What follows belongs to an exercise in optimizing a design on an open flow for small area and a short achievable clock period; a production flow would make more cautious choices. No run shown here included a check of the RTL's function; only the layout flow was run. Power and IR drop assume default switching activity.

### flow/flow/run.sh
#!/bin/bash
# The standard layout (the standard.sh, unchanged synthesis), except that
# the port buffers are plain buffers and the clock-delay buffer cells are not
# used anywhere. The make output goes to standard.log; ORFS keeps each step's
# log under orfs/logs/.
set -uo pipefail
export BUFFER_PORTS_ARGS="-buffer_cell sky130_fd_sc_hd__buf_2"
export DONT_USE_CELLS="sky130_fd_sc_hd__clkdlybuf4s15_1 sky130_fd_sc_hd__clkdlybuf4s15_2 sky130_fd_sc_hd__clkdlybuf4s18_1 sky130_fd_sc_hd__clkdlybuf4s18_2 sky130_fd_sc_hd__clkdlybuf4s25_1 sky130_fd_sc_hd__clkdlybuf4s25_2 sky130_fd_sc_hd__clkdlybuf4s50_1 sky130_fd_sc_hd__clkdlybuf4s50_2"
bash standard.sh > standard.log 2>&1
### flow/standard.sh
#!/bin/bash
# synth_recipe.tcl (not shown) runs the flow's synth.tcl, then flattens the netlist and writes it again
# the make line also repeats each setting of config.mk as NAME=value (left out here)
make -C /OpenROAD-flow-scripts/flow DESIGN_CONFIG=/design/flow/config.mk WORK_HOME=/design/flow/orfs CLKGATE_MAP_FILE= SYNTH_SCRIPT=/design/flow/synth_recipe.tcl "${@:-finish}"
### flow/config.mk
export PLATFORM = sky130hd
export DESIGN_NAME = mac_demo
export DESIGN_NICKNAME = mac_demo
export VERILOG_FILES = /design/flow/design.v
export SDC_FILE = /design/flow/constraint.sdc
export NUM_CORES = 4
export LEC_CHECK = 0
export ABC_AREA = 1
export CAP_MARGIN = 20
export CORE_MARGIN = 2
export CORE_UTILIZATION = 40
export SETUP_SLACK_MARGIN = 2.0
export SLEW_MARGIN = 20
export SYNTH_HIERARCHICAL = 1
export SYNTH_MINIMUM_KEEP_SIZE = 0
### flow/constraint.sdc
create_clock -name core_clock -period 7.0 [get_ports {clk}]
set_input_delay 1.4000 -clock core_clock [delete_from_list [all_inputs] [get_ports {clk}]]
set_output_delay 1.4000 -clock core_clock [all_outputs]
set_load 0.01 [all_outputs]
### flow/design.v
module multiplier  #(parameter width = 16)
   ( input    signed  [width-1 : 0] multiplicand,
     input    signed  [width-1 : 0] multiplier,   
     output   signed  [2 * width - 1 : 0] product
   ) ;
   assign  product = multiplicand * multiplier ;
endmodule
module  adder  #(parameter width = 32)  
		( input   signed [width-1 : 0] a ,
		  input   signed [width-1 : 0] b , 
		  output  signed [width-1 : 0] sum
		) ;
    assign   sum = a + b ;
endmodule
module accumulator #(parameter width = 32) 
	(input    clk,
     	 input    ena,
         input    reset,
         input	  signed [width - 1 : 0] acc_in,
   	 output   reg signed [width - 1 : 0] acc_out
	) ;
   always @(posedge clk) begin
      if (reset)  acc_out <= 0 ;
      else if (ena) acc_out <= acc_in ;
   end
endmodule
module mac_demo(input clk, input reset, input ena,
                input signed [15:0] k, input signed [15:0] x,
                output signed [31:0] acc_out);
  reg [31:0] rs, rc;
  wire [31:0] ag = rs & rc, ap = rs ^ rc;
  wire pg1 = ag[1] | (ap[1] & ag[0]);
  wire pp_1 = ap[1] & ap[0];
  wire pg2 = ag[3] | (ap[3] & ag[2]);
  wire pp_2 = ap[3] & ap[2];
  wire pg3 = ag[5] | (ap[5] & ag[4]);
  wire pp_3 = ap[5] & ap[4];
  wire pg4 = ag[7] | (ap[7] & ag[6]);
  wire pp_4 = ap[7] & ap[6];
  wire pg5 = ag[9] | (ap[9] & ag[8]);
  wire pp_5 = ap[9] & ap[8];
  wire pg6 = ag[11] | (ap[11] & ag[10]);
  wire pp_6 = ap[11] & ap[10];
  wire pg7 = ag[13] | (ap[13] & ag[12]);
  wire pp_7 = ap[13] & ap[12];
  wire pg8 = ag[15] | (ap[15] & ag[14]);
  wire pp_8 = ap[15] & ap[14];
  wire pg9 = ag[17] | (ap[17] & ag[16]);
  wire pp_9 = ap[17] & ap[16];
  wire pg10 = ag[19] | (ap[19] & ag[18]);
  wire pp_10 = ap[19] & ap[18];
  wire pg11 = ag[21] | (ap[21] & ag[20]);
  wire pp_11 = ap[21] & ap[20];
  wire pg12 = ag[23] | (ap[23] & ag[22]);
  wire pp_12 = ap[23] & ap[22];
  wire pg13 = ag[25] | (ap[25] & ag[24]);
  wire pp_13 = ap[25] & ap[24];
  wire pg14 = ag[27] | (ap[27] & ag[26]);
  wire pp_14 = ap[27] & ap[26];
  wire pg15 = ag[29] | (ap[29] & ag[28]);
  wire pp_15 = ap[29] & ap[28];
  wire pg16 = ag[31] | (ap[31] & ag[30]);
  wire pp_16 = ap[31] & ap[30];
  wire pg17 = pg2 | (pp_2 & pg1);
  wire pp_17 = pp_2 & pp_1;
  wire pg18 = pg4 | (pp_4 & pg3);
  wire pp_18 = pp_4 & pp_3;
  wire pg19 = pg6 | (pp_6 & pg5);
  wire pp_19 = pp_6 & pp_5;
  wire pg20 = pg8 | (pp_8 & pg7);
  wire pp_20 = pp_8 & pp_7;
  wire pg21 = pg10 | (pp_10 & pg9);
  wire pp_21 = pp_10 & pp_9;
  wire pg22 = pg12 | (pp_12 & pg11);
  wire pp_22 = pp_12 & pp_11;
  wire pg23 = pg14 | (pp_14 & pg13);
  wire pp_23 = pp_14 & pp_13;
  wire pg24 = pg16 | (pp_16 & pg15);
  wire pp_24 = pp_16 & pp_15;
  wire pg25 = pg18 | (pp_18 & pg17);
  wire pp_25 = pp_18 & pp_17;
  wire pg26 = pg20 | (pp_20 & pg19);
  wire pp_26 = pp_20 & pp_19;
  wire pg27 = pg22 | (pp_22 & pg21);
  wire pp_27 = pp_22 & pp_21;
  wire pg28 = pg24 | (pp_24 & pg23);
  wire pp_28 = pp_24 & pp_23;
  wire pg29 = pg26 | (pp_26 & pg25);
  wire pp_29 = pp_26 & pp_25;
  wire pg30 = pg28 | (pp_28 & pg27);
  wire pp_30 = pp_28 & pp_27;
  wire pg31 = pg30 | (pp_30 & pg29);
  wire pp_31 = pp_30 & pp_29;
  wire pg32 = pg27 | (pp_27 & pg29);
  wire pp_32 = pp_27 & pp_29;
  wire pg33 = pg19 | (pp_19 & pg25);
  wire pp_33 = pp_19 & pp_25;
  wire pg34 = pg21 | (pp_21 & pg29);
  wire pp_34 = pp_21 & pp_29;
  wire pg35 = pg23 | (pp_23 & pg32);
  wire pp_35 = pp_23 & pp_32;
  wire pg36 = pg3 | (pp_3 & pg17);
  wire pp_36 = pp_3 & pp_17;
  wire pg37 = pg5 | (pp_5 & pg25);
  wire pp_37 = pp_5 & pp_25;
  wire pg38 = pg7 | (pp_7 & pg33);
  wire pp_38 = pp_7 & pp_33;
  wire pg39 = pg9 | (pp_9 & pg29);
  wire pp_39 = pp_9 & pp_29;
  wire pg40 = pg11 | (pp_11 & pg34);
  wire pp_40 = pp_11 & pp_34;
  wire pg41 = pg13 | (pp_13 & pg32);
  wire pp_41 = pp_13 & pp_32;
  wire pg42 = pg15 | (pp_15 & pg35);
  wire pp_42 = pp_15 & pp_35;
  wire pg43 = ag[2] | (ap[2] & pg1);
  wire pp_43 = ap[2] & pp_1;
  wire pg44 = ag[4] | (ap[4] & pg17);
  wire pp_44 = ap[4] & pp_17;
  wire pg45 = ag[6] | (ap[6] & pg36);
  wire pp_45 = ap[6] & pp_36;
  wire pg46 = ag[8] | (ap[8] & pg25);
  wire pp_46 = ap[8] & pp_25;
  wire pg47 = ag[10] | (ap[10] & pg37);
  wire pp_47 = ap[10] & pp_37;
  wire pg48 = ag[12] | (ap[12] & pg33);
  wire pp_48 = ap[12] & pp_33;
  wire pg49 = ag[14] | (ap[14] & pg38);
  wire pp_49 = ap[14] & pp_38;
  wire pg50 = ag[16] | (ap[16] & pg29);
  wire pp_50 = ap[16] & pp_29;
  wire pg51 = ag[18] | (ap[18] & pg39);
  wire pp_51 = ap[18] & pp_39;
  wire pg52 = ag[20] | (ap[20] & pg34);
  wire pp_52 = ap[20] & pp_34;
  wire pg53 = ag[22] | (ap[22] & pg40);
  wire pp_53 = ap[22] & pp_40;
  wire pg54 = ag[24] | (ap[24] & pg32);
  wire pp_54 = ap[24] & pp_32;
  wire pg55 = ag[26] | (ap[26] & pg41);
  wire pp_55 = ap[26] & pp_41;
  wire pg56 = ag[28] | (ap[28] & pg35);
  wire pp_56 = ap[28] & pp_35;
  wire pg57 = ag[30] | (ap[30] & pg42);
  wire pp_57 = ap[30] & pp_42;
  assign acc_out = ap ^ {pg57, pg42, pg56, pg35, pg55, pg41, pg54, pg32, pg53, pg40, pg52, pg34, pg51, pg39, pg50, pg29, pg49, pg38, pg48, pg33, pg47, pg37, pg46, pg25, pg45, pg36, pg44, pg17, pg43, pg1, ag[0], 1'b0};
  wire en = ena & ~reset;
  wire [31:0] fb = acc_out & {32{~reset}};
  wire [16:0] xe = {x, 1'b0};
  wire [16:0] ke = {k[15], k};
  wire [17:0] ke2 = {ke, 1'b0};
  wire [7:0] ng;
  wire b0_one, b0_two;
  booth_enc u_enc0 (.ena(ena), .reset(reset), .xs(xe[2:0]), .one(b0_one), .two(b0_two), .ng(ng[0]));
  wire [16:0] pp0 = (({17{b0_one}} & ke) | ({17{b0_two}} & ke2[16:0])) ^ {17{ng[0]}};
  wire b1_one, b1_two;
  booth_enc u_enc1 (.ena(ena), .reset(reset), .xs(xe[4:2]), .one(b1_one), .two(b1_two), .ng(ng[1]));
  wire [16:0] pp1 = (({17{b1_one}} & ke) | ({17{b1_two}} & ke2[16:0])) ^ {17{ng[1]}};
  wire b2_one, b2_two;
  booth_enc u_enc2 (.ena(ena), .reset(reset), .xs(xe[6:4]), .one(b2_one), .two(b2_two), .ng(ng[2]));
  wire [16:0] pp2 = (({17{b2_one}} & ke) | ({17{b2_two}} & ke2[16:0])) ^ {17{ng[2]}};
  wire b3_one, b3_two;
  booth_enc u_enc3 (.ena(ena), .reset(reset), .xs(xe[8:6]), .one(b3_one), .two(b3_two), .ng(ng[3]));
  wire [16:0] pp3 = (({17{b3_one}} & ke) | ({17{b3_two}} & ke2[16:0])) ^ {17{ng[3]}};
  wire b4_one, b4_two;
  booth_enc u_enc4 (.ena(ena), .reset(reset), .xs(xe[10:8]), .one(b4_one), .two(b4_two), .ng(ng[4]));
  wire [16:0] pp4 = (({17{b4_one}} & ke) | ({17{b4_two}} & ke2[16:0])) ^ {17{ng[4]}};
  wire b5_one, b5_two;
  booth_enc u_enc5 (.ena(ena), .reset(reset), .xs(xe[12:10]), .one(b5_one), .two(b5_two), .ng(ng[5]));
  wire [16:0] pp5 = (({17{b5_one}} & ke) | ({17{b5_two}} & ke2[16:0])) ^ {17{ng[5]}};
  wire b6_one, b6_two;
  booth_enc u_enc6 (.ena(ena), .reset(reset), .xs(xe[14:12]), .one(b6_one), .two(b6_two), .ng(ng[6]));
  wire [16:0] pp6 = (({17{b6_one}} & ke) | ({17{b6_two}} & ke2[16:0])) ^ {17{ng[6]}};
  wire b7_one, b7_two;
  booth_enc u_enc7 (.ena(ena), .reset(reset), .xs(xe[16:14]), .one(b7_one), .two(b7_two), .ng(ng[7]));
  wire [16:0] pp7 = (({17{b7_one}} & ke) | ({17{b7_two}} & ke2[16:0])) ^ {17{ng[7]}};
  wire fs0, fc0;
  fa u_fa0 (.a(ng[0]), .b(fb[0]), .c(pp0[0]), .s(fs0), .co(fc0));
  wire fs1, fc1;
  fa u_fa1 (.a(fb[1]), .b(pp0[1]), .c(fc0), .s(fs1), .co(fc1));
  wire fs2, fc2;
  fa u_fa2 (.a(ng[1]), .b(fb[2]), .c(pp0[2]), .s(fs2), .co(fc2));
  wire fs3, fc3;
  fa u_fa3 (.a(pp1[0]), .b(fs2), .c(fc1), .s(fs3), .co(fc3));
  wire fs4, fc4;
  fa u_fa4 (.a(fb[3]), .b(pp0[3]), .c(pp1[1]), .s(fs4), .co(fc4));
  wire fs5, fc5;
  fa u_fa5 (.a(fc2), .b(fs4), .c(fc3), .s(fs5), .co(fc5));
  wire fs6, fc6;
  fa u_fa6 (.a(ng[2]), .b(fb[4]), .c(pp0[4]), .s(fs6), .co(fc6));
  wire fs7, fc7;
  fa u_fa7 (.a(pp1[2]), .b(pp2[0]), .c(fc4), .s(fs7), .co(fc7));
  wire hs0, hc0;
  ha u_ha0 (.a(fs6), .b(fs7), .s(hs0), .co(hc0));
  wire fs8, fc8;
  fa u_fa8 (.a(fb[5]), .b(pp0[5]), .c(pp1[3]), .s(fs8), .co(fc8));
  wire fs9, fc9;
  fa u_fa9 (.a(pp2[1]), .b(fc6), .c(fs8), .s(fs9), .co(fc9));
  wire fs10, fc10;
  fa u_fa10 (.a(fc7), .b(fs9), .c(hc0), .s(fs10), .co(fc10));
  wire fs11, fc11;
  fa u_fa11 (.a(ng[3]), .b(fb[6]), .c(pp0[6]), .s(fs11), .co(fc11));
  wire fs12, fc12;
  fa u_fa12 (.a(pp1[4]), .b(pp2[2]), .c(pp3[0]), .s(fs12), .co(fc12));
  wire fs13, fc13;
  fa u_fa13 (.a(fc8), .b(fs11), .c(fs12), .s(fs13), .co(fc13));
  wire fs14, fc14;
  fa u_fa14 (.a(fc9), .b(fs13), .c(fc10), .s(fs14), .co(fc14));
  wire fs15, fc15;
  fa u_fa15 (.a(fb[7]), .b(pp0[7]), .c(pp1[5]), .s(fs15), .co(fc15));
  wire fs16, fc16;
  fa u_fa16 (.a(pp2[3]), .b(pp3[1]), .c(fc11), .s(fs16), .co(fc16));
  wire fs17, fc17;
  fa u_fa17 (.a(fc12), .b(fs15), .c(fs16), .s(fs17), .co(fc17));
  wire hs1, hc1;
  ha u_ha1 (.a(fc13), .b(fs17), .s(hs1), .co(hc1));
  wire fs18, fc18;
  fa u_fa18 (.a(ng[4]), .b(fb[8]), .c(pp0[8]), .s(fs18), .co(fc18));
  wire fs19, fc19;
  fa u_fa19 (.a(pp1[6]), .b(pp2[4]), .c(pp3[2]), .s(fs19), .co(fc19));
  wire fs20, fc20;
  fa u_fa20 (.a(pp4[0]), .b(fc15), .c(fs18), .s(fs20), .co(fc20));
  wire fs21, fc21;
  fa u_fa21 (.a(fs19), .b(fc16), .c(fs20), .s(fs21), .co(fc21));
  wire fs22, fc22;
  fa u_fa22 (.a(fc17), .b(fs21), .c(hc1), .s(fs22), .co(fc22));
  wire fs23, fc23;
  fa u_fa23 (.a(fb[9]), .b(pp0[9]), .c(pp1[7]), .s(fs23), .co(fc23));
  wire fs24, fc24;
  fa u_fa24 (.a(pp2[5]), .b(pp3[3]), .c(pp4[1]), .s(fs24), .co(fc24));
  wire fs25, fc25;
  fa u_fa25 (.a(fc18), .b(fc19), .c(fs23), .s(fs25), .co(fc25));
  wire fs26, fc26;
  fa u_fa26 (.a(fs24), .b(fc20), .c(fs25), .s(fs26), .co(fc26));
  wire hs2, hc2;
  ha u_ha2 (.a(fc21), .b(fs26), .s(hs2), .co(hc2));
  wire fs27, fc27;
  fa u_fa27 (.a(ng[5]), .b(fb[10]), .c(pp0[10]), .s(fs27), .co(fc27));
  wire fs28, fc28;
  fa u_fa28 (.a(pp1[8]), .b(pp2[6]), .c(pp3[4]), .s(fs28), .co(fc28));
  wire fs29, fc29;
  fa u_fa29 (.a(pp4[2]), .b(pp5[0]), .c(fc23), .s(fs29), .co(fc29));
  wire fs30, fc30;
  fa u_fa30 (.a(fc24), .b(fs27), .c(fs28), .s(fs30), .co(fc30));
  wire fs31, fc31;
  fa u_fa31 (.a(fs29), .b(fc25), .c(fs30), .s(fs31), .co(fc31));
  wire hs3, hc3;
  ha u_ha3 (.a(fc26), .b(fs31), .s(hs3), .co(hc3));
  wire fs32, fc32;
  fa u_fa32 (.a(fb[11]), .b(pp0[11]), .c(pp1[9]), .s(fs32), .co(fc32));
  wire fs33, fc33;
  fa u_fa33 (.a(pp2[7]), .b(pp3[5]), .c(pp4[3]), .s(fs33), .co(fc33));
  wire fs34, fc34;
  fa u_fa34 (.a(pp5[1]), .b(fc27), .c(fc28), .s(fs34), .co(fc34));
  wire fs35, fc35;
  fa u_fa35 (.a(fs32), .b(fs33), .c(fc29), .s(fs35), .co(fc35));
  wire fs36, fc36;
  fa u_fa36 (.a(fc30), .b(fs34), .c(fs35), .s(fs36), .co(fc36));
  wire hs4, hc4;
  ha u_ha4 (.a(fc31), .b(hc3), .s(hs4), .co(hc4));
  wire fs37, fc37;
  fa u_fa37 (.a(ng[6]), .b(fb[12]), .c(pp0[12]), .s(fs37), .co(fc37));
  wire fs38, fc38;
  fa u_fa38 (.a(pp1[10]), .b(pp2[8]), .c(pp3[6]), .s(fs38), .co(fc38));
  wire fs39, fc39;
  fa u_fa39 (.a(pp4[4]), .b(pp5[2]), .c(pp6[0]), .s(fs39), .co(fc39));
  wire fs40, fc40;
  fa u_fa40 (.a(fc32), .b(fc33), .c(fs37), .s(fs40), .co(fc40));
  wire fs41, fc41;
  fa u_fa41 (.a(fs38), .b(fs39), .c(fc34), .s(fs41), .co(fc41));
  wire fs42, fc42;
  fa u_fa42 (.a(fs40), .b(fc35), .c(fs41), .s(fs42), .co(fc42));
  wire hs5, hc5;
  ha u_ha5 (.a(fc36), .b(fs42), .s(hs5), .co(hc5));
  wire fs43, fc43;
  fa u_fa43 (.a(fb[13]), .b(pp0[13]), .c(pp1[11]), .s(fs43), .co(fc43));
  wire fs44, fc44;
  fa u_fa44 (.a(pp2[9]), .b(pp3[7]), .c(pp4[5]), .s(fs44), .co(fc44));
  wire fs45, fc45;
  fa u_fa45 (.a(pp5[3]), .b(pp6[1]), .c(fc37), .s(fs45), .co(fc45));
  wire fs46, fc46;
  fa u_fa46 (.a(fc38), .b(fc39), .c(fs43), .s(fs46), .co(fc46));
  wire fs47, fc47;
  fa u_fa47 (.a(fs44), .b(fc40), .c(fs45), .s(fs47), .co(fc47));
  wire fs48, fc48;
  fa u_fa48 (.a(fs46), .b(fc41), .c(fs47), .s(fs48), .co(fc48));
  wire hs6, hc6;
  ha u_ha6 (.a(fc42), .b(fs48), .s(hs6), .co(hc6));
  wire fs49, fc49;
  fa u_fa49 (.a(ng[7]), .b(fb[14]), .c(pp0[14]), .s(fs49), .co(fc49));
  wire fs50, fc50;
  fa u_fa50 (.a(pp1[12]), .b(pp2[10]), .c(pp3[8]), .s(fs50), .co(fc50));
  wire fs51, fc51;
  fa u_fa51 (.a(pp4[6]), .b(pp5[4]), .c(pp6[2]), .s(fs51), .co(fc51));
  wire fs52, fc52;
  fa u_fa52 (.a(pp7[0]), .b(fc43), .c(fc44), .s(fs52), .co(fc52));
  wire fs53, fc53;
  fa u_fa53 (.a(fs49), .b(fs50), .c(fs51), .s(fs53), .co(fc53));
  wire fs54, fc54;
  fa u_fa54 (.a(fc45), .b(fc46), .c(fs52), .s(fs54), .co(fc54));
  wire fs55, fc55;
  fa u_fa55 (.a(fs53), .b(fc47), .c(fs54), .s(fs55), .co(fc55));
  wire hs7, hc7;
  ha u_ha7 (.a(fc48), .b(fs55), .s(hs7), .co(hc7));
  wire fs56, fc56;
  fa u_fa56 (.a(fb[15]), .b(pp0[15]), .c(pp1[13]), .s(fs56), .co(fc56));
  wire fs57, fc57;
  fa u_fa57 (.a(pp2[11]), .b(pp3[9]), .c(pp4[7]), .s(fs57), .co(fc57));
  wire fs58, fc58;
  fa u_fa58 (.a(pp5[5]), .b(pp6[3]), .c(pp7[1]), .s(fs58), .co(fc58));
  wire fs59, fc59;
  fa u_fa59 (.a(fc49), .b(fc50), .c(fc51), .s(fs59), .co(fc59));
  wire fs60, fc60;
  fa u_fa60 (.a(fs56), .b(fs57), .c(fs58), .s(fs60), .co(fc60));
  wire fs61, fc61;
  fa u_fa61 (.a(fc52), .b(fc53), .c(fs59), .s(fs61), .co(fc61));
  wire fs62, fc62;
  fa u_fa62 (.a(fs60), .b(fc54), .c(fs61), .s(fs62), .co(fc62));
  wire hs8, hc8;
  ha u_ha8 (.a(fc55), .b(fs62), .s(hs8), .co(hc8));
  wire fs63, fc63;
  assign fs63 = ~(fb[16] ^ ~pp0[16]);
  assign fc63 = fb[16] | ~pp0[16];
  wire fs64, fc64;
  fa u_fa64 (.a(pp1[14]), .b(pp2[12]), .c(pp3[10]), .s(fs64), .co(fc64));
  wire fs65, fc65;
  fa u_fa65 (.a(pp4[8]), .b(pp5[6]), .c(pp6[4]), .s(fs65), .co(fc65));
  wire fs66, fc66;
  fa u_fa66 (.a(pp7[2]), .b(fc56), .c(fc57), .s(fs66), .co(fc66));
  wire fs67, fc67;
  fa u_fa67 (.a(fc58), .b(fs63), .c(fs64), .s(fs67), .co(fc67));
  wire fs68, fc68;
  fa u_fa68 (.a(fs65), .b(fc59), .c(fs66), .s(fs68), .co(fc68));
  wire fs69, fc69;
  fa u_fa69 (.a(fc60), .b(fs67), .c(fc61), .s(fs69), .co(fc69));
  wire fs70, fc70;
  fa u_fa70 (.a(fs68), .b(fs69), .c(fc62), .s(fs70), .co(fc70));
  wire fs71, fc71;
  assign fs71 = ~(fb[17] ^ pp1[15]);
  assign fc71 = fb[17] | pp1[15];
  wire fs72, fc72;
  fa u_fa72 (.a(pp2[13]), .b(pp3[11]), .c(pp4[9]), .s(fs72), .co(fc72));
  wire fs73, fc73;
  fa u_fa73 (.a(pp5[7]), .b(pp6[5]), .c(pp7[3]), .s(fs73), .co(fc73));
  wire fs74, fc74;
  fa u_fa74 (.a(fc63), .b(fc64), .c(fc65), .s(fs74), .co(fc74));
  wire fs75, fc75;
  fa u_fa75 (.a(fs71), .b(fs72), .c(fs73), .s(fs75), .co(fc75));
  wire fs76, fc76;
  fa u_fa76 (.a(fc66), .b(fc67), .c(fs74), .s(fs76), .co(fc76));
  wire fs77, fc77;
  fa u_fa77 (.a(fs75), .b(fc68), .c(fs76), .s(fs77), .co(fc77));
  wire hs9, hc9;
  ha u_ha9 (.a(fc69), .b(fs77), .s(hs9), .co(hc9));
  wire fs78, fc78;
  fa u_fa78 (.a(fb[18]), .b(~pp1[16]), .c(pp2[14]), .s(fs78), .co(fc78));
  wire fs79, fc79;
  fa u_fa79 (.a(pp3[12]), .b(pp4[10]), .c(pp5[8]), .s(fs79), .co(fc79));
  wire fs80, fc80;
  fa u_fa80 (.a(pp6[6]), .b(pp7[4]), .c(fc71), .s(fs80), .co(fc80));
  wire fs81, fc81;
  fa u_fa81 (.a(fc72), .b(fc73), .c(fs78), .s(fs81), .co(fc81));
  wire fs82, fc82;
  fa u_fa82 (.a(fs79), .b(fc74), .c(fs80), .s(fs82), .co(fc82));
  wire fs83, fc83;
  fa u_fa83 (.a(fc75), .b(fs81), .c(fc76), .s(fs83), .co(fc83));
  wire fs84, fc84;
  fa u_fa84 (.a(fs82), .b(fc77), .c(fs83), .s(fs84), .co(fc84));
  wire fs85, fc85;
  assign fs85 = ~(fb[19] ^ pp2[15]);
  assign fc85 = fb[19] | pp2[15];
  wire fs86, fc86;
  fa u_fa86 (.a(pp3[13]), .b(pp4[11]), .c(pp5[9]), .s(fs86), .co(fc86));
  wire fs87, fc87;
  fa u_fa87 (.a(pp6[7]), .b(pp7[5]), .c(fc78), .s(fs87), .co(fc87));
  wire fs88, fc88;
  fa u_fa88 (.a(fc79), .b(fs85), .c(fs86), .s(fs88), .co(fc88));
  wire fs89, fc89;
  fa u_fa89 (.a(fc80), .b(fs87), .c(fc81), .s(fs89), .co(fc89));
  wire fs90, fc90;
  fa u_fa90 (.a(fs88), .b(fc82), .c(fs89), .s(fs90), .co(fc90));
  wire hs10, hc10;
  ha u_ha10 (.a(fc83), .b(fs90), .s(hs10), .co(hc10));
  wire fs91, fc91;
  fa u_fa91 (.a(fb[20]), .b(~pp2[16]), .c(pp3[14]), .s(fs91), .co(fc91));
  wire fs92, fc92;
  fa u_fa92 (.a(pp4[12]), .b(pp5[10]), .c(pp6[8]), .s(fs92), .co(fc92));
  wire fs93, fc93;
  fa u_fa93 (.a(pp7[6]), .b(fc85), .c(fc86), .s(fs93), .co(fc93));
  wire fs94, fc94;
  fa u_fa94 (.a(fs91), .b(fs92), .c(fc87), .s(fs94), .co(fc94));
  wire fs95, fc95;
  fa u_fa95 (.a(fc88), .b(fs93), .c(fs94), .s(fs95), .co(fc95));
  wire fs96, fc96;
  fa u_fa96 (.a(fc89), .b(fs95), .c(fc90), .s(fs96), .co(fc96));
  wire fs97, fc97;
  assign fs97 = ~(fb[21] ^ pp3[15]);
  assign fc97 = fb[21] | pp3[15];
  wire fs98, fc98;
  fa u_fa98 (.a(pp4[13]), .b(pp5[11]), .c(pp6[9]), .s(fs98), .co(fc98));
  wire fs99, fc99;
  fa u_fa99 (.a(pp7[7]), .b(fc91), .c(fc92), .s(fs99), .co(fc99));
  wire fs100, fc100;
  fa u_fa100 (.a(fs97), .b(fs98), .c(fc93), .s(fs100), .co(fc100));
  wire fs101, fc101;
  fa u_fa101 (.a(fs99), .b(fc94), .c(fs100), .s(fs101), .co(fc101));
  wire hs11, hc11;
  ha u_ha11 (.a(fc95), .b(fs101), .s(hs11), .co(hc11));
  wire fs102, fc102;
  fa u_fa102 (.a(fb[22]), .b(~pp3[16]), .c(pp4[14]), .s(fs102), .co(fc102));
  wire fs103, fc103;
  fa u_fa103 (.a(pp5[12]), .b(pp6[10]), .c(pp7[8]), .s(fs103), .co(fc103));
  wire fs104, fc104;
  fa u_fa104 (.a(fc97), .b(fc98), .c(fs102), .s(fs104), .co(fc104));
  wire fs105, fc105;
  fa u_fa105 (.a(fs103), .b(fc99), .c(fs104), .s(fs105), .co(fc105));
  wire fs106, fc106;
  fa u_fa106 (.a(fc100), .b(fs105), .c(fc101), .s(fs106), .co(fc106));
  wire fs107, fc107;
  assign fs107 = ~(fb[23] ^ pp4[15]);
  assign fc107 = fb[23] | pp4[15];
  wire fs108, fc108;
  fa u_fa108 (.a(pp5[13]), .b(pp6[11]), .c(pp7[9]), .s(fs108), .co(fc108));
  wire fs109, fc109;
  fa u_fa109 (.a(fc102), .b(fc103), .c(fs107), .s(fs109), .co(fc109));
  wire fs110, fc110;
  fa u_fa110 (.a(fs108), .b(fc104), .c(fs109), .s(fs110), .co(fc110));
  wire hs12, hc12;
  ha u_ha12 (.a(fc105), .b(fs110), .s(hs12), .co(hc12));
  wire fs111, fc111;
  fa u_fa111 (.a(fb[24]), .b(~pp4[16]), .c(pp5[14]), .s(fs111), .co(fc111));
  wire fs112, fc112;
  fa u_fa112 (.a(pp6[12]), .b(pp7[10]), .c(fc107), .s(fs112), .co(fc112));
  wire fs113, fc113;
  fa u_fa113 (.a(fc108), .b(fs111), .c(fc109), .s(fs113), .co(fc113));
  wire fs114, fc114;
  fa u_fa114 (.a(fs112), .b(fc110), .c(fs113), .s(fs114), .co(fc114));
  wire fs115, fc115;
  assign fs115 = ~(fb[25] ^ pp5[15]);
  assign fc115 = fb[25] | pp5[15];
  wire fs116, fc116;
  fa u_fa116 (.a(pp6[13]), .b(pp7[11]), .c(fc111), .s(fs116), .co(fc116));
  wire fs117, fc117;
  fa u_fa117 (.a(fs115), .b(fc112), .c(fs116), .s(fs117), .co(fc117));
  wire hs13, hc13;
  ha u_ha13 (.a(fc113), .b(fs117), .s(hs13), .co(hc13));
  wire fs118, fc118;
  fa u_fa118 (.a(fb[26]), .b(~pp5[16]), .c(pp6[14]), .s(fs118), .co(fc118));
  wire fs119, fc119;
  fa u_fa119 (.a(pp7[12]), .b(fc115), .c(fs118), .s(fs119), .co(fc119));
  wire fs120, fc120;
  fa u_fa120 (.a(fc116), .b(fs119), .c(fc117), .s(fs120), .co(fc120));
  wire fs121, fc121;
  assign fs121 = ~(fb[27] ^ pp6[15]);
  assign fc121 = fb[27] | pp6[15];
  wire fs122, fc122;
  fa u_fa122 (.a(pp7[13]), .b(fc118), .c(fs121), .s(fs122), .co(fc122));
  wire hs14, hc14;
  ha u_ha14 (.a(fc119), .b(fs122), .s(hs14), .co(hc14));
  wire fs123, fc123;
  fa u_fa123 (.a(fb[28]), .b(~pp6[16]), .c(pp7[14]), .s(fs123), .co(fc123));
  wire fs124, fc124;
  fa u_fa124 (.a(fc121), .b(fs123), .c(fc122), .s(fs124), .co(fc124));
  wire fs125, fc125;
  assign fs125 = ~(fb[29] ^ pp7[15]);
  assign fc125 = fb[29] | pp7[15];
  wire hs15, hc15;
  ha u_ha15 (.a(fc123), .b(fs125), .s(hs15), .co(hc15));
  wire fs126, fc126;
  fa u_fa126 (.a(fb[30]), .b(~pp7[16]), .c(fc125), .s(fs126), .co(fc126));
  wire fs127, fc127;
  assign fs127 = ~(fb[31] ^ fc126);
  assign fc127 = fb[31] | fc126;
  wire [31:0] ns = {fs127, hc15, hs15, hc14, hs14, hc13, hs13, hc12, hs12, hc11, hs11, hc10, hs10, hc9, hs9, hc8, hc7, hc6, hc5, hc4, fs36, hc2, hs2, fs22, hs1, fs14, fs10, hs0, fs5, fs3, fs1, fs0};
  wire [31:0] nc = {1'b0, fs126, fc124, fs124, fc120, fs120, fc114, fs114, fc106, fs106, fc96, fs96, fc84, fs84, fc70, fs70, hs8, hs7, hs6, hs5, hs4, hs3, fc22, 1'b0, fc14, 1'b0, 1'b0, fc5, 1'b0, 1'b0, 1'b0, 1'b0};
  always @(posedge clk) begin
    rs <= ns;
    rc <= nc;
  end
endmodule
module booth_enc(input ena, input reset, input [2:0] xs, output one, output two, output ng);
  wire en = ena & ~reset;
  assign one = (xs[1] ^ xs[0]) & en;
  assign two = ((xs[2] & ~xs[1] & ~xs[0]) | (~xs[2] & xs[1] & xs[0])) & en;
  assign ng = xs[2] & en;
endmodule
module fa(input a, input b, input c, output s, output co);
  assign s = a ^ b ^ c;
  assign co = (a & b) | (a & c) | (b & c);
endmodule
module ha(input a, input b, output s, output co);
  assign s = a ^ b;
  assign co = a & b;
endmodule
==> results of run 1 <==
## layout make-up
class	count	share of cell area [%]
tap	270	3.798
clock buffer	5	1.407
clock inverter	2	0.6752
timing repair buffer	75	4.501
inverter	151	6.372
multi-input combinational	650	70.64
sequential	56	12.60
## modules after synthesis (local to each module, per instance)
| module | area, um2 | flip-flops and latches | cells | copies in the design |
|---|---|---|---|---|
| booth_enc | 68.82 | 0 | 15 | 8 |
| fa | 20.02 | 0 | 1 | 119 |
| ha | 12.51 | 0 | 1 | 16 |
| mac_demo | 5059 | 56 | 655 | 1 |
## routing by layer
metal / vias up / part of all wire, % / track usage [%]
met5: - / 0 / 0
met4: 0 / 1.9 / 5.433
met3: 23 / 5.7 / 3.168
met2: 200 / 50 / 35.05
met1: 3027 / 42 / 25.79
li1: 2946 / - / -
## state kept, by name (all words and copies together), names as in the netlist
name and cells:
rc 24, rs 32
## worst min-delay path: cells and delay by family, from the launching register on
| family | cells | cell delay [ns] |
|---|---|---|
| xor+xnor | 2 | 0.14 |
| flops | 1 | 0.33 |
| simple gates | 1 | 0.07 |
## cell families after synthesis
logic type                 after synthesis  synth area share (%)
AOI/OAI and AO/OA                      162                 11.98
xor gates and xnor gates               145                 15.50
adders and majority gates              180                 39.41
buffers and inverters                  206                 10.11
DFF                                     56                 13.69
other                                    1               0.04578
and+or+nand+nor                        160                 9.271
## stage by stage
| step | util, % | power [mW] | cell area, um2 |
|---|---|---|---|
| after floorplan | - | 2.479 | 8199 |
| after global placement | 43.10 | 3.233 | 8693 |
| after detailed placement | 43.10 | 3.310 | 8693 |
| after CTS | 44.03 | 3.667 | 8881 |
| after global routing | 44.10 | 4.059 | 8895 |
| final | 44.10 | 3.566 | 8895 |
## final timing paths
path | end | slack (ns)
worst max-delay path | rc[16] | 2.17
worst min-delay path | rs[31] | 0.57
worst min register to register | rs[31] | 0.57
worst max register to register | rc[16] | 2.67
## power by group
part           switching, mW  internal [mW]
Clock                  0.126          0.203
Combinational           1.51           1.14
Sequential            0.0585          0.522
## layout by cell type, fill, tap and decap left out, drive strengths merged
master,Yosys,layout
a21o,1,1
a21oi,21,21
a31oi,3,3
buf,41,75
bufinv,0,2
clkbuf,14,5
conb,1,3
dfxtp,56,56
fa,130,130
ha,50,50
inv,151,151
nand2,98,98
nand3,5,5
nand4,1,1
nor2,50,50
nor3,1,1
o21a,1,1
o21ai,16,16
o22ai,120,120
or2,5,5
xnor2,9,9
xor2,136,136
==> flow_summary.ini, run 1 <==
[cells_and_area]
nNetsFinal = 1154
fillers = 2045
drive_above_1_share_pct = 16.08
final_cells = 1209
antennaDiodeCount = 0
syn_to_final_growth_pct = 8.584
multi_input_area_um2 = 6284
final-seq-area_um2 = 1121

[worst_setup_path]
crit_start = ena
critical_path_class = in2reg
r2r_start = rs[4]
crit_fanout = 16
worst_r2r_path_depth = 14
path_buf_inv = 3
path_cells = buf_2 -> inv_1 -> nor2_4 -> nand2_1 -> nor2_1 -> inv_1 -> o22ai_1 -> xor2_1 -> fa_1 -> fa_1 -> fa_1 -> fa_1 -> fa_1
required_ns = 7.18
path_depth = 13
cp_common_cell = fa_1
cpMaxStageDelayCell = fa_1
worst-endpoint-arrival_ns = 5.01
worstSetupStartpointType = primary input
crit_family = adder cells
slowest_delay_ns = 0.52
worst_setup_path_end_kind = flop

[detailed_routing]
antenna_left = 0
drc = 0
routed_wl_um = 20470
vias = 6196
drtIter0Drc = 396
viasPerCell = 5.125
first_pass_iters = 5
wl_per_cell_um = 16.93

[floorplan]
core_area_um2 = 20170
start_util_pct = 40.61
dieArea_um2 = 21640
die_w_um = 147.1
die_y_um = 147.1
io_pins = 67
rows = 52

[timing]
clock_skew_ns = 0.02079
finalSetupTns_ns = 0
slew_viol_final = 0
timing.hold.ws_ns = 0.5745
postLayoutSetupSlackWorst_ns = 2.175
max_slew_margin_pct = 51.23
final-setup-viol-count = 0
hold_viol = 0
fin_crit_ns = 4.825
tightest_slew_ns = 0.7308
clock.fmax_ghz = 0.2072
rsz0062_at_grt = yes
fin_crit_sh_pct = 68.93

[grt]
antenna_found_initial = 0
grt_usage_pct = 20.01
grt_pass1_vias = 6488
grt_max_degree = 26
grt_pass1_wl_um = 34060
grt_overflow = 0

[place]
gp_congestion = 0.8500
dp_hpwl_um = 16300
dp_cells = 1202
pre_cts_ws_ns = 1.548
portBuffers = 66

[clock_network]
clock-root-buffer = clkbuf_16
htree_levels = 2
clkTransAtPathRegs_ns = 0.09
post_cts_buffers = 0
clockBufferDepth = 2
cts-resized-gates = 1
insertion_delay_ns = 0.32
tritoncts = done
cts-buffers-inserted = 5
clock_sinks = 56
holdBufCountCts = 0

[min_path]
hold_start = rs[31]
whs_path_depth = 3
holdCritPathClass = reg2reg

[status]
outcome = no timing/DRC/antenna violations

[synthesis]
synthCells = 910
synth-seq-cells = 56
synthDistinctLibCells = 30
synth-edff-count = 0
ys_seq_area_share_pct = 13.69
yosys-top-cells-count = inv_1 (140), xor2_1 (136), fa_1 (130)
synth.top_cell.area_share_pct = 31.77
synth_area_per_cell_um2 = 9.002
synth.most_common_cell = inv_1
ys.flop_type = dfxtp_1
synth_top_area_cell = fa_1
synthArstFlopShare_pct = 0
synthTopCellsByArea = fa_1 (32%), xor2_1 (15%), dfxtp_1 (14%)
ys_warn_count = 7
syn_area_um2 = 8192

[pwr]
peakVddDrop_v = 0.0003934
power_leakage_nw = 4.666
powerDensity_nw_per_um2 = 400.9

[run]
drv_cap = 0
==> run 2: changes to the inputs <==
--- a/flow/config.mk
+++ b/flow/config.mk
@@ -9,7 +9,7 @@
 export CAP_MARGIN = 20
 export CORE_MARGIN = 2
 export CORE_UTILIZATION = 40
-export SETUP_SLACK_MARGIN = 2.0
+export SETUP_SLACK_MARGIN = 2.5
 export SLEW_MARGIN = 20
 export SYNTH_HIERARCHICAL = 1
 export SYNTH_MINIMUM_KEEP_SIZE = 0
==> run 2 against run 1 <==
Critical path depth did not move. Synthesized cell count stayed put. Total power is 0.78% higher. Register-to-register slack better by 0.08 ns. Utilization up 4.0 points. Clock skew down 0.0040 ns. Critical endpoint unchanged.
==> flow_summary.ini, run 2 <==
[cells_and_area]
antennaDiodeCount = 0
nNetsFinal = 1192
final_common_cell = xor2_1
syn_to_final_growth_pct = 18.54
largest_register_ffs = 32
drive_above_1_share_pct = 25.77
regMostFlops = rs
fin_util_pct = 48.15
final_cell_mix = xor2_1 (131), inv_1 (117), fa_1 (113)
top_regs = rs (32), rc (24)

[pwr]
clockPowerShare_pct = 7.6
peakVddDrop_v = 0.0003568
p_sw_mw = 1.723
powerDensity_nw_per_um2 = 370.1
p_sw_share_pct = 47.96
sequentialPowerShare_pct = 16.1
power_leakage_nw = 4.889
p_int_mw = 1.870
combPwrFrac_pct = 76.3

[timing]
clock_skew_ns = 0.01683
fin_crit_ns = 4.529
slew_viol_final = 0
max_slew_margin_pct = 53.11
rsz0062_at_grt = yes
final-setup-viol-count = 0
clock.fmax_ghz = 0.2208
finalSetupTns_ns = 0
fin_crit_sh_pct = 64.71
hold_viol = 0
tightest_slew_ns = 0.7026

[worst_setup_path]
worst-endpoint-arrival_ns = 4.71
worstSetupStartpointType = primary input
worst_setup_path_end_kind = flop
crit_fanout = 6
critical_path_class = in2reg
required_ns = 7.18

[synthesis]
synthDistinctLibCells = 30
synthTopCellsByArea = fa_1 (32%), xor2_1 (15%), dfxtp_1 (14%)
synth_top_area_cell = fa_1
synth-seq-cells = 56
synthCells = 910
syn_area_um2 = 8192
synth_area_per_cell_um2 = 9.002
synth.most_common_cell = inv_1
ys_seq_area_share_pct = 13.69
ys_warn_count = 7
yosys-top-cells-count = inv_1 (140), xor2_1 (136), fa_1 (130)
synth.top_cell.area_share_pct = 31.77
synth-edff-count = 0
synthArstFlopShare_pct = 0
ys.flop_type = dfxtp_1

[floorplan]
start_util_pct = 40.61
die_w_um = 147.1
rows = 52
die_y_um = 147.1
dieArea_um2 = 21640
io_pins = 67
core_area_um2 = 20170

[clock_network]
clkTransAtPathRegs_ns = 0.09
tritoncts = done
cts-buffers-inserted = 5
insertion_delay_ns = 0.32
clock_sinks = 56
clockBufferDepth = 2
holdBufCountCts = 0
clock-root-buffer = clkbuf_16
htree_levels = 2

[detailed_routing]
vias = 6516
drtIter0Drc = 478
first_pass_iters = 7
antenna_left = 0
viasPerCell = 5.221
drc = 0
wl_per_cell_um = 17.09
routed_wl_um = 21330

[grt]
grt_pass1_wl_um = 34770
grt_overflow = 0
antenna_found_initial = 0
grt_pass1_vias = 6595
grt_max_degree = 18
grt_usage_pct = 20.19

[min_path]
holdCritPathClass = reg2reg

[status]
outcome = no timing/DRC/antenna violations

[place]
gp_congestion = 0.8570
dp_hpwl_um = 16030
portBuffers = 66

[run]
drv_cap = 0
run 2: per-layer routing:
layer / part of all wire, % / up-vias / GRT usage, % / wire, um
met4: 3.2 / 0 / 7.740 / 673
met3: 5.8 / 36 / 2.298 / 1242
met1: 41 / 3184 / 26.84 / 8842
met5: 0 / - / 0 / 0
met2: 50 / 277 / 33.97 / 10580
li1: - / 3019 / - / -
run 2: worst paths after layout:
path          start  endpoint  slack [ns]  cells after the start
max            x[7]    rc[16]        2.47                     13
min reg2reg  rs[31]    rs[31]        0.56                      3
max reg2reg   rs[4]    rc[20]        2.75                     14
min          rs[31]    rs[31]        0.56                      3
run 2: through the flow:
stage	cells	cell area (um2)	total power [mW]	hold WS [ns]	setup slack [ns]
global placement	1202	8726	3.236	0.5512	1.635
global route	1248	9711	4.137	0.6317	2.394
floorplan	912	8267	2.489	0.5879	2.469
finish	1248	9711	3.593	0.5618	2.471
detailed placement	1202	8726	3.293	0.5528	1.588
CTS	1223	9151	3.614	0.5698	2.507
run 2: worst max-delay path: stages:
cell        delay, ns
buf_12           0.11
clkinv_4         0.04
nand2_4          0.05
a21oi_4          0.22
clkinvlp_4       0.22
buf_6            0.18
o22ai_4          0.16
xor2_2           0.10
fa_2             0.41
fa_1             0.53
fa_2             0.45
fa_2             0.37
fa_1             0.45
run 2: area by class of cell:
| cell class | count | area (um2) |
|---|---|---|
| clock inverter | 1 | 7.507 |
| clock buffer | 7 | 142.6 |
| inverter | 151 | 626.9 |
| multi-input combinational | 650 | 6621 |
| timing repair buffer | 111 | 838.3 |
| sequential | 56 | 1121 |
| fill | 1928 | 10460 |
| tap | 270 | 337.8 |
| timing repair inverter | 2 | 15.01 |
run 2: power groups by stage:
stage	clock network, mW	registers (mW)	logic, mW
floorplan	0	0.574	1.91
finish	0.272	0.580	2.74
global placement	0	0.588	2.65
detailed placement	0	0.590	2.70
global route	0.293	0.595	3.25
CTS	0.283	0.583	2.75
run 2: what timing repair did:
action / in CTS / in global routing
gates resized for setup: 39 / 90
pin swaps: 11 / 31
setup endpoints to repair: 35 / 21
gates cloned: 2 / 2
setup buffers: 11 / 23
run 2: Yosys stat by module, one instance, submodules excluded:
module | times used | flops+latches
booth_enc | 8 | 0
fa | 119 | 0
ha | 16 | 0
mac_demo | 1 | 56
run 2: cell families (layout without fill, tap and decap cells):
| kind of cell | after synthesis | count (layout) | synth area share (%) |
|---|---|---|---|
| buf+inv | 206 | 272 | 10.11 |
| fa+ha+maj | 180 | 180 | 39.41 |
| compound gates | 162 | 162 | 11.98 |
| simple gates | 160 | 160 | 9.271 |
| xor+xnor | 145 | 145 | 15.50 |
| flops | 56 | 56 | 13.69 |
| other cells | 1 | 3 | 0.04578 |

==> what the ideal ports hide <==
No port has a modelled driver above. Below, the same layouts with a new extraction and two added sets of constraints.
Step 1 assumes that a clkbuf_16 drives the clock port and a buf_2 every other input.
Step 2 moves the port delays by t, midway between the first and last clock arrival at a register: inputs arrive t later, outputs are due t later. That takes back most of the time a late clock gives input paths.
Slacks: ideal ports / drivers / drivers and shift; pairs: ideal ports / drivers.
| run | t (ns) | setup slack, ns | worst hold slack (ns) |
|---|---|---|---|
| run 1 | 0.354 | 2.175 / 2.196 / 1.842 | 0.575 / 0.575 / 0.575 |
| run 2 | 0.354 | 2.471 / 2.419 / 2.064 | 0.562 / 0.562 / 0.562 |
After both steps setup and hold are still met in every run listed. The setup slack of run 2, which loses most, moves by -0.052 ns with the drivers and by -0.407 ns with both steps.
